This design comes from an exercise in tuning for small area and a short achievable clock period on the open sky130 flow, not from production work.
Power and IR drop assume default switching activity.

==> flow/design.v <==
module VDC(
    input               clock,
    input               reset,    
    output logic [11:0] cnt,
    output logic [11:0] rev,
    output logic [11:0] nxt,      
    output logic        last      
);
logic [11:0] carry;
always_comb begin
    for (int i = 0; i < 12; i++) rev[i] = cnt[11-i];
end
assign carry[0] = 1'b1;
for (genvar i = 1; i < 12; i++) begin : g_carry
    assign carry[i] = &cnt[i-1:0];
end
assign nxt  = cnt ^ carry;
assign last = &cnt;
always_ff @(posedge clock)
    if (reset) cnt <= 12'd1;
    else       cnt <= nxt;
endmodule
module HWA(
    input [12:0]        in,
    input               clock_d,
    input               clock_s,
    output logic [12:0] out,
    output logic        done
);
localparam [10:0] SGN = 11'b01010001010;    
logic [11:0] l12 [0:21];
logic [9:0]  l10 [22:25];
logic [7:0]  l8  [26:29];
logic [5:0]  l6  [30:33];
logic [1:0]  l2  [34:37];
logic [11:0] q;       
logic [11:0] rq;      
logic        qlast;   
logic [11:0] tapv;    
logic        sgn;     
logic        bit_r;   
VDC vdc(.clock(clock_d), .reset(clock_s), .cnt(q), .rev(rq), .nxt(), .last(qlast));
logic       nz10;     
logic [1:0] r34;
assign nz10 = |l6[33][3:0];
assign r34  = (l6[33][5:4] == 2'd3) ? 2'd3 : l6[33][5:4] + {1'b0, nz10};
logic [10:0] seg2;
always_comb begin
    logic [11:0] ge;      
    ge[0]  = 1'b1;
    ge[1]  = q >= 12'd2;
    ge[2]  = q >= 12'd23;
    ge[3]  = q >= 12'd101;
    ge[4]  = q >= 12'd338;
    ge[5]  = q >= 12'd1281;
    ge[6]  = q >= 12'd2814;
    ge[7]  = q >= 12'd3756;
    ge[8]  = q >= 12'd3993;
    ge[9]  = q >= 12'd4071;
    ge[10] = q >= 12'd4092;
    ge[11] = q == 12'd4095;   
    for (int s = 0; s < 11; s++) seg2[s] = ge[s] & ~ge[s+1];
    seg2[0] = seg2[0] | ge[11];
end
logic [11:0] tapv_n;
always_comb
    tapv_n = ({12{seg2[0]}}  & {l2[37], 10'b0})
           | ({12{seg2[1]}}  & {l6[33], 6'b0})
           | ({12{seg2[2]}}  & {l8[29], 4'b0})
           | ({12{seg2[3]}}  & {l10[25], 2'b0})
           | ({12{seg2[4]}}  & l12[21])
           | ({12{seg2[5]}}  & l12[19])
           | ({12{seg2[6]}}  & {l12[17][11:1], 1'b0})
           | ({12{seg2[7]}}  & {l12[13][11:3], 3'b0})
           | ({12{seg2[8]}}  & {l12[9][11:5], 5'b0})
           | ({12{seg2[9]}}  & {l12[5][11:7], 7'b0})
           | ({12{seg2[10]}} & {l12[1][11:10], 10'b0});
logic gt;
always_comb begin
    logic [11:0] g1, e1;
    logic [5:0]  g2, e2;
    logic [2:0]  g3, e3;
    for (int i = 0; i < 12; i++) begin
        g1[i] = tapv[i] & ~rq[i];
        e1[i] = ~(tapv[i] ^ rq[i]);
    end
    for (int i = 0; i < 6; i++) begin
        g2[i] = g1[2*i+1] | (e1[2*i+1] & g1[2*i]);
        e2[i] = e1[2*i+1] & e1[2*i];
    end
    for (int i = 0; i < 3; i++) begin
        g3[i] = g2[2*i+1] | (e2[2*i+1] & g2[2*i]);
        e3[i] = e2[2*i+1] & e2[2*i];
    end
    gt = g3[2] | (e3[2] & g3[1]) | (e3[2] & e3[1] & g3[0]);
end
logic [12:0] acc_carry;
assign acc_carry[0] = bit_r;
for (genvar i = 1; i < 13; i++) begin : g_acc_carry
    assign acc_carry[i] = bit_r & (&out[i-1:0]);
end
always_ff @(posedge clock_d) begin
    if (clock_s) begin
        l12[0] <= in[11:0];
        for (int j = 1; j < 22; j++) l12[j] <= l12[j-1];
        l10[22] <= {l12[21][11:3], |l12[21][2:0]};
        for (int j = 23; j < 26; j++) l10[j] <= l10[j-1];
        l8[26] <= {l10[25][9:3], |l10[25][2:0]};
        for (int j = 27; j < 30; j++) l8[j] <= l8[j-1];
        l6[30] <= {l8[29][7:3], |l8[29][2:0]};
        for (int j = 31; j < 34; j++) l6[j] <= l6[j-1];
        l2[34] <= r34;
        for (int j = 35; j < 38; j++) l2[j] <= l2[j-1];
    end
end
always_ff @(posedge clock_d) begin
    if (clock_s) begin
        out   <= 13'd0;
        done  <= 1'b0;
        tapv  <= {l2[36], 10'b0};          
        sgn   <= SGN[0];
        bit_r <= |l2[36];                  
    end else begin
        out   <= out ^ acc_carry;
        done  <= qlast;
        tapv  <= tapv_n;
        sgn   <= |(seg2 & SGN);
        bit_r <= gt ^ sgn;
    end
end
endmodule
clock: 6.5 ns
lec_check: 0
cap_margin: 0
core_margin: 2
core_utilization: 40
cts_cluster_diameter: 100
cts_cluster_size: 28
setup_slack_margin: 4.2
slew_margin: 0
synth_memory_max_bits: 32768
run.sh (not shown) runs the stock make flow with config.mk's settings and CLKGATE_MAP_FILE= SYNTH_SCRIPT=/design/flow/synth_recipe.tcl, a recipe that flattens the netlist after the stock synthesis.
Edit:
--- a/flow/design.v
+++ b/flow/design.v
@@ -37,4 +37,5 @@
 logic [11:0] rq;      
 logic        qlast;   
+logic [10:0] seg2;    
 logic [11:0] tapv;    
 logic        sgn;     
@@ -45,21 +46,21 @@
 assign nz10 = |l6[33][3:0];
 assign r34  = (l6[33][5:4] == 2'd3) ? 2'd3 : l6[33][5:4] + {1'b0, nz10};
-logic [10:0] seg2;
+logic [10:0] seg_n;
 always_comb begin
     logic [11:0] ge;      
     ge[0]  = 1'b1;
-    ge[1]  = q >= 12'd2;
-    ge[2]  = q >= 12'd23;
-    ge[3]  = q >= 12'd101;
-    ge[4]  = q >= 12'd338;
-    ge[5]  = q >= 12'd1281;
-    ge[6]  = q >= 12'd2814;
-    ge[7]  = q >= 12'd3756;
-    ge[8]  = q >= 12'd3993;
-    ge[9]  = q >= 12'd4071;
-    ge[10] = q >= 12'd4092;
-    ge[11] = q == 12'd4095;   
-    for (int s = 0; s < 11; s++) seg2[s] = ge[s] & ~ge[s+1];
-    seg2[0] = seg2[0] | ge[11];
+    ge[1]  = q >= 12'd1;
+    ge[2]  = q >= 12'd22;
+    ge[3]  = q >= 12'd100;
+    ge[4]  = q >= 12'd337;
+    ge[5]  = q >= 12'd1280;
+    ge[6]  = q >= 12'd2813;
+    ge[7]  = q >= 12'd3755;
+    ge[8]  = q >= 12'd3992;
+    ge[9]  = q >= 12'd4070;
+    ge[10] = q >= 12'd4091;
+    ge[11] = q >= 12'd4094;   
+    for (int s = 0; s < 11; s++) seg_n[s] = ge[s] & ~ge[s+1];
+    seg_n[0] = seg_n[0] | ge[11];
 end
 logic [11:0] tapv_n;
@@ -78,20 +79,20 @@
 logic gt;
 always_comb begin
-    logic [11:0] g1, e1;
-    logic [5:0]  g2, e2;
-    logic [2:0]  g3, e3;
+    logic [11:0] g1, p1;
+    logic [5:0]  g2, p2;
+    logic [2:0]  g3, p3;
     for (int i = 0; i < 12; i++) begin
         g1[i] = tapv[i] & ~rq[i];
-        e1[i] = ~(tapv[i] ^ rq[i]);
+        p1[i] = tapv[i] | ~rq[i];
     end
     for (int i = 0; i < 6; i++) begin
-        g2[i] = g1[2*i+1] | (e1[2*i+1] & g1[2*i]);
-        e2[i] = e1[2*i+1] & e1[2*i];
+        g2[i] = g1[2*i+1] | (p1[2*i+1] & g1[2*i]);
+        p2[i] = g1[2*i+1] | (p1[2*i+1] & p1[2*i]);
     end
     for (int i = 0; i < 3; i++) begin
-        g3[i] = g2[2*i+1] | (e2[2*i+1] & g2[2*i]);
-        e3[i] = e2[2*i+1] & e2[2*i];
+        g3[i] = g2[2*i+1] | (p2[2*i+1] & g2[2*i]);
+        p3[i] = g2[2*i+1] | (p2[2*i+1] & p2[2*i]);
     end
-    gt = g3[2] | (e3[2] & g3[1]) | (e3[2] & e3[1] & g3[0]);
+    gt = g3[2] | (p3[2] & g3[1]) | (p3[2] & p3[1] & g3[0]);
 end
 logic [12:0] acc_carry;
@@ -118,4 +119,5 @@
         out   <= 13'd0;
         done  <= 1'b0;
+        seg2  <= 11'd1;                    
         tapv  <= {l2[36], 10'b0};          
         sgn   <= SGN[0];
@@ -124,4 +126,5 @@
         out   <= out ^ acc_carry;
         done  <= qlast;
+        seg2  <= seg_n;
         tapv  <= tapv_n;
         sgn   <= |(seg2 & SGN);
Effect:
- The changed run finished with timing, DRC and antenna clean
- register-to-register slack gains 340 ps
- synthesized cell count barely changes
- clock power hardly moves
- worst hold slack is worse by 12 ps
- core utilization came out lower by 0.38 points
- area after synthesis hardly moves
- sequential power is higher by about 2%
- final area drops by 0.84%
- non-clock buffer count falls by 8
- wire length falls by 0.35%
- sequential share of layout area is higher by 2.0 points
Function was not checked in any run of this note: the RTL went through the layout flow alone.

==> separate check: timing with driven ports <==
The results above use ideal ports. As a check the final layouts listed here were re-extracted and re-timed, cells and wires unchanged.
Step 1 sets driving cells, clkbuf_16 on the clock port and buf_2 on the other inputs (assumed; they add their load-dependent delay and slew).
Step 2 times the ports against the registers' clock, not the clock port: input delays grow and output delays shrink by t, the midpoint of the rising clock arrivals with the driver on.
Three values: ideal, step 1, step 2; two values: the first two.
| run | t (ns) | setup WS [ns] | worst register clock-pin slew, ns |
|---|---|---|---|
| the first run | 0.557 | 4.201 / 4.153 / 3.681 | 0.12 / 0.12 |
| the second run | 0.555 | 4.216 / 4.171 / 3.759 | 0.11 / 0.11 |
After both steps every run listed still meets setup and hold. For the first run, which loses most, drivers alone change the setup slack by -0.048 ns; drivers and shift together by -0.520 ns.
